Source: an optimization exercise on an open RTL-to-GDS flow (aim: small area and a short achievable clock period). Production flows keep margins and buffers that such runs may drop.
At most, simulation tests tie the RTL to the original design; equivalence was not proved.

## run 1
==> flow/design.v (excerpt) <==
module singleCycle(input clk, input reset, input [15:0] instr, output [15:0] pc, output [15:0] Result);
  reg [14:0] pcr;
  assign pc = {pcr, 1'b0};
  always @(posedge clk)
    if (reset) pcr <= 15'd0;
    else       pcr <= pcr + 15'd1;
  wire [3:0] op = instr[15:12];
  wire [2:0] s  = instr[11:9];
  wire [2:0] t  = instr[8:6];
  wire [2:0] d  = instr[5:3];
  reg [15:0] r0, r1, r2, r3, r4, r5, r6, r7;
  reg        C;
  wire [15:0] a01 = s[0] ? r1 : r0, a23 = s[0] ? r3 : r2, a45 = s[0] ? r5 : r4, a67 = s[0] ? r7 : r6;
  wire [15:0] a03 = s[1] ? a23 : a01, a47 = s[1] ? a67 : a45;
  wire [15:0] a   = s[2] ? a47 : a03;
  wire [15:0] b01 = t[0] ? r1 : r0, b23 = t[0] ? r3 : r2, b45 = t[0] ? r5 : r4, b67 = t[0] ? r7 : r6;
  wire [15:0] b03 = t[1] ? b23 : b01, b47 = t[1] ? b67 : b45;
  wire [15:0] b   = t[2] ? b47 : b03;
  wire [15:0] sext = {{10{instr[5]}}, instr[5:0]};
  wire [15:0] bop  = (op[1] & op[0]) ? sext : (op[0] ? ~b : b);
  wire        cin  = op[1] ? C : op[0];
  wire [16:0] sum  = {1'b0, a} + {1'b0, bop} + {16'd0, cin};
  wire [15:0] shr = a >> instr[3:0];
  wire [15:0] mul;
  mul16lo u_mul(.a(a), .b(b), .p(mul));
  assign Result = op[2] ? (op[0] ? mul : shr) : sum[15:0];
  wire       we   = ~op[3] & ~(op[2] & (op[1] | op[0]));
  wire [2:0] dst  = (op[2] | (op[1] & op[0])) ? t : d;
  ...
Size: about 1200 cells after synthesis, roughly 50 I/O pins, ~13000 sq um of cells after synthesis.
==> flow/config.mk <==
export PLATFORM = sky130hd
export DESIGN_NAME = singleCycle
export DESIGN_NICKNAME = singleCycle
export VERILOG_FILES = /design/flow/design.v
export SDC_FILE = /design/flow/constraint.sdc
export NUM_CORES = 4
export LEC_CHECK = 0
export CAP_MARGIN = 20
export CORE_MARGIN = 2
export CORE_UTILIZATION = 40
export SLEW_MARGIN = 20
==> flow/constraint.sdc <==
create_clock -name core_clock -period 20.0 [get_ports {clk}]
set_input_delay 4.0000 -clock core_clock [delete_from_list [all_inputs] [get_ports {clk}]]
set_output_delay 4.0000 -clock core_clock [all_outputs]
set_load 0.01 [all_outputs]
standard.sh (not shown) runs the stock make flow with config.mk's settings and CLKGATE_MAP_FILE= SYNTH_SCRIPT=/design/flow/synth_recipe.tcl, a recipe that flattens the netlist after the stock synthesis.
==> flow/flow/run.sh <==
#!/bin/bash
# The standard ORFS layout (standard.sh) with these make settings:
#   "BUFFER_PORTS_ARGS=-buffer_cell sky130_fd_sc_hd__buf_2" ADDER_MAP_FILE= SETUP_SLACK_MARGIN=7 CORE_UTILIZATION=60 "CTS_BUF_LIST=sky130_fd_sc_hd__clkbuf_4 sky130_fd_sc_hd__clkbuf_8"
# BUFFER_PORTS_ARGS: port buffers are buf_2 cells instead of the default delay-buffer cell.
# ADDER_MAP_FILE= (if set): Yosys keeps adders as plain gates for ABC, which then sees
#   the full timing paths through the multiplier tree (registers are unchanged).
# SETUP_SLACK_MARGIN: repair_timing aims for a larger setup margin.
set -euo pipefail
bash standard.sh "BUFFER_PORTS_ARGS=-buffer_cell sky130_fd_sc_hd__buf_2" ADDER_MAP_FILE= SETUP_SLACK_MARGIN=7 CORE_UTILIZATION=60 "CTS_BUF_LIST=sky130_fd_sc_hd__clkbuf_4 sky130_fd_sc_hd__clkbuf_8" finish > flow_make.log 2>&1
Input changes introduced in run 2 (baseline for comparison: run 1):
==> flow/flow/run.sh <==
#!/bin/bash
# The standard ORFS layout (standard.sh) with these make settings:
#   "BUFFER_PORTS_ARGS=-buffer_cell sky130_fd_sc_hd__buf_2" ADDER_MAP_FILE= SETUP_SLACK_MARGIN=5
# BUFFER_PORTS_ARGS: port buffers are buf_2 cells instead of the default delay-buffer cell.
# ADDER_MAP_FILE= (if set): Yosys keeps adders as plain gates for ABC, which then sees
#   the full timing paths through the multiplier tree (registers are unchanged).
# SETUP_SLACK_MARGIN: repair_timing aims for a larger setup margin.
set -euo pipefail
bash standard.sh "BUFFER_PORTS_ARGS=-buffer_cell sky130_fd_sc_hd__buf_2" ADDER_MAP_FILE= SETUP_SLACK_MARGIN=5 finish > flow_make.log 2>&1
### Flow results
- Run 2 ended with every stage complete and zero timing, DRC or antenna violations.
- Across both runs, sequential share of layout area was higher for run 2 than for run 1.
- Changes observed in run 2 relative to run 1: area fraction of clock buffers and clock inverters up 1.5 points, fraction of standard cell area in multi-input logic flat.
- Delta (run 2 minus run 1): total area of multi-input combinational cells fell 1.9%, number of buffers inserted by port buffering flat, met1 layer wirelength in the final routing picked up an extra about 0.75%.
diff inputs: run 2 => run 3
==> flow/flow/run.sh <==
#!/bin/bash
# The standard ORFS layout (standard.sh) with these make settings:
#   "BUFFER_PORTS_ARGS=-buffer_cell sky130_fd_sc_hd__buf_2" ADDER_MAP_FILE= SETUP_SLACK_MARGIN=7 CORE_UTILIZATION=60
# BUFFER_PORTS_ARGS: port buffers are buf_2 cells instead of the default delay-buffer cell.
# ADDER_MAP_FILE= (if set): Yosys keeps adders as plain gates for ABC, which then sees
#   the full timing paths through the multiplier tree (registers are unchanged).
# SETUP_SLACK_MARGIN: repair_timing aims for a larger setup margin.
set -euo pipefail
bash standard.sh "BUFFER_PORTS_ARGS=-buffer_cell sky130_fd_sc_hd__buf_2" ADDER_MAP_FILE= SETUP_SLACK_MARGIN=7 CORE_UTILIZATION=60 finish > flow_make.log 2>&1
==> results.txt <==
Run 3 supports a higher top clock frequency than run 2.
On sequential share of layout area: between run 3 and run 2, it ends up higher for run 2.
Re setup slack: run 2 was lower than run 3.
Run 3 has routed wire length above what run 2 had.


Setup of P:
singleCycle, a different RTL version from the one above (not shown whole).
Size in the first run: ~1,200 cells after synthesis, roughly 140 flip-flops, roughly 0.012 mm^2 of cells after synthesis.
==> flow/config.mk <==
export PLATFORM = sky130hd
export DESIGN_NAME = singleCycle
export DESIGN_NICKNAME = singleCycle
export VERILOG_FILES = /design/flow/design.v
export SDC_FILE = /design/flow/constraint.sdc
export NUM_CORES = 4
export LEC_CHECK = 0
export CAP_MARGIN = 20
export CORE_MARGIN = 2
export CORE_UTILIZATION = 40
export SLEW_MARGIN = 20
==> flow/constraint.sdc <==
create_clock -name core_clock -period 20.0 [get_ports {clk}]
set_input_delay 4.0000 -clock core_clock [delete_from_list [all_inputs] [get_ports {clk}]]
set_output_delay 4.0000 -clock core_clock [all_outputs]
set_load 0.01 [all_outputs]
==> flow/flow/run.sh <==
#!/bin/bash
# Standard ORFS layout (the standard.sh, unchanged synthesis) with two changes:
# the port buffers are buf_2 cells instead of the default delay-buffer cell, and
# repair_timing aims for a larger setup margin.
set -euo pipefail
bash standard.sh "BUFFER_PORTS_ARGS=-buffer_cell sky130_fd_sc_hd__buf_2" SETUP_SLACK_MARGIN=5 finish > flow_make.log 2>&1
P completed end to end with timing, DRC and antenna clean.
Input-level comparison between Q and P:
==> flow/flow/run.sh <==
#!/bin/bash
# Standard ORFS layout (the standard.sh, unchanged synthesis), with repair_timing
# asked to leave a larger setup margin so that it sizes the critical paths harder.
set -euo pipefail
bash standard.sh SETUP_SLACK_MARGIN=7 finish > flow_make.log 2>&1
Per the final summary, P finished and its layout is clean on timing, DRC and antenna.
Q completed every stage of the flow, and the final layout passed the timing, design-rule and antenna checks.
Comparing P and Q, the lower count of clock-buffer cells in the layout is on P.
Delta (Q minus P): number of primary I/O pins about even.
--- input diff Q..R ---
==> flow/run.sh (new file) <==
#!/bin/bash
# synth_recipe.tcl (not shown) runs the flow's synth.tcl, then flattens the netlist and writes it again
# the make line also repeats each setting of config.mk as NAME=value (left out here)
make -C /OpenROAD-flow-scripts/flow DESIGN_CONFIG=/design/flow/config.mk WORK_HOME=/design/flow/orfs CLKGATE_MAP_FILE= SYNTH_SCRIPT=/design/flow/synth_recipe.tcl finish
removed: flow/flow/run.sh
removed: flow/standard.sh
Critical path depth (R vs. Q) decreases by more than 10%
In the metrics for R and Q, the one carrying the lower post-placement cell count is Q.
For the time the final worst path needs with I/O delays and setup, R came in 2.78 ns higher than Q did.
Function was not checked in any run of this note: the RTL went through the layout flow alone.


Starting RTL as in the previous note.
==> flow/config.mk <==
export PLATFORM = sky130hd
export DESIGN_NAME = singleCycle
export DESIGN_NICKNAME = singleCycle
export VERILOG_FILES = /design/flow/design.v
export SDC_FILE = /design/flow/constraint.sdc
export NUM_CORES = 4
export LEC_CHECK = 0
export CAP_MARGIN = 20
export CORE_MARGIN = 2
export CORE_UTILIZATION = 40
export SETUP_SLACK_MARGIN = 5
export SLEW_MARGIN = 20
==> flow/constraint.sdc <==
create_clock -name core_clock -period 20.0 [get_ports {clk}]
set_input_delay 4.0000 -clock core_clock [delete_from_list [all_inputs] [get_ports {clk}]]
set_output_delay 4.0000 -clock core_clock [all_outputs]
set_load 0.01 [all_outputs]
run.sh (not shown) runs the stock make flow with config.mk's settings and CLKGATE_MAP_FILE= SYNTH_SCRIPT=/design/flow/synth_recipe.tcl, a recipe that flattens the netlist after the stock synthesis.
Stock flow here: none of the scripts above is used.
Then changed:
==> flow/flow/run.sh (new file) <==
#!/bin/bash
# Standard ORFS layout (the standard.sh, unchanged synthesis), with repair_timing
# asked to leave a larger setup margin so that it sizes the critical paths harder.
set -euo pipefail
bash standard.sh SETUP_SLACK_MARGIN=9 finish > flow_make.log 2>&1
==> flow/standard.sh (new file) <==
#!/bin/bash
# synth_recipe.tcl (not shown) runs the flow's synth.tcl, then flattens the netlist and writes it again
# the make line also repeats each setting of config.mk as NAME=value (left out here)
make -C /OpenROAD-flow-scripts/flow DESIGN_CONFIG=/design/flow/config.mk WORK_HOME=/design/flow/orfs CLKGATE_MAP_FILE= SYNTH_SCRIPT=/design/flow/synth_recipe.tcl "${@:-finish}"
Settings changed: SETUP_SLACK_MARGIN 5 to not set.
removed: flow/run.sh
Effect: Synthesized cell count does not change; final cell count climbs by 6.0%; cell area climbs by 14%; first-iteration DRC count climbs by 2.7%; register-to-register slack improves by 0.56 ns; non-clock buffer count climbs by 101; critical path depth climbs by 1; area after synthesis does not change; maximum frequency climbs by 5.5%; routed wire length climbs by 10%.
No run of this note included a check of the RTL's function; only the layout flow was run.

port drivers added, routing unchanged:
Ports are ideal in the flow. The routed layouts listed here were re-timed in OpenROAD. Step 1: set_driving_cell puts a clkbuf_16 on clk and a buf_2 on each other input, an assumption about the parent block. Step 2 also shifts input and output timing later by t, the mid clock arrival at the registers, as if the neighbouring blocks saw the same clock. a / b / c = ideal / step 1 / step 2; a / b = the first two.
| run | shift t [ns] | slack for setup (ns) | worst setup path at the end | latest minus earliest clock arrival (ns) |
|---|---|---|---|---|
| run 1 | 0.497 | 7.157 / 7.132 / 7.132 | input to output | 0.022 / 0.023 |
| run 2 | 0.458 | 6.238 / 6.219 / 6.219 | input to output | 0.013 / 0.013 |
| run 3 | 0.476 | 7.180 / 7.155 / 7.155 | input to output | 0.016 / 0.016 |
| P | 0.463 | 5.279 / 5.245 / 5.245 | input to output | 0.010 / 0.011 |
| Q | 0.480 | 5.961 / 5.862 / 5.862 | input to output | 0.014 / 0.014 |
| R | 0.479 | 3.186 / 3.164 / 3.164 | input to output | 0.014 / 0.014 |
| the first run of note 3 | 0.482 | 5.199 / 5.179 / 5.179 | input to output | 0.013 / 0.013 |
| the second run of note 3 | 0.467 | 5.971 / 5.925 / 5.925 | input to output | 0.010 / 0.010 |
After both steps every run listed still meets setup and hold. For Q, which loses most, drivers alone change the setup slack by -0.099 ns; drivers and shift together by -0.099 ns.
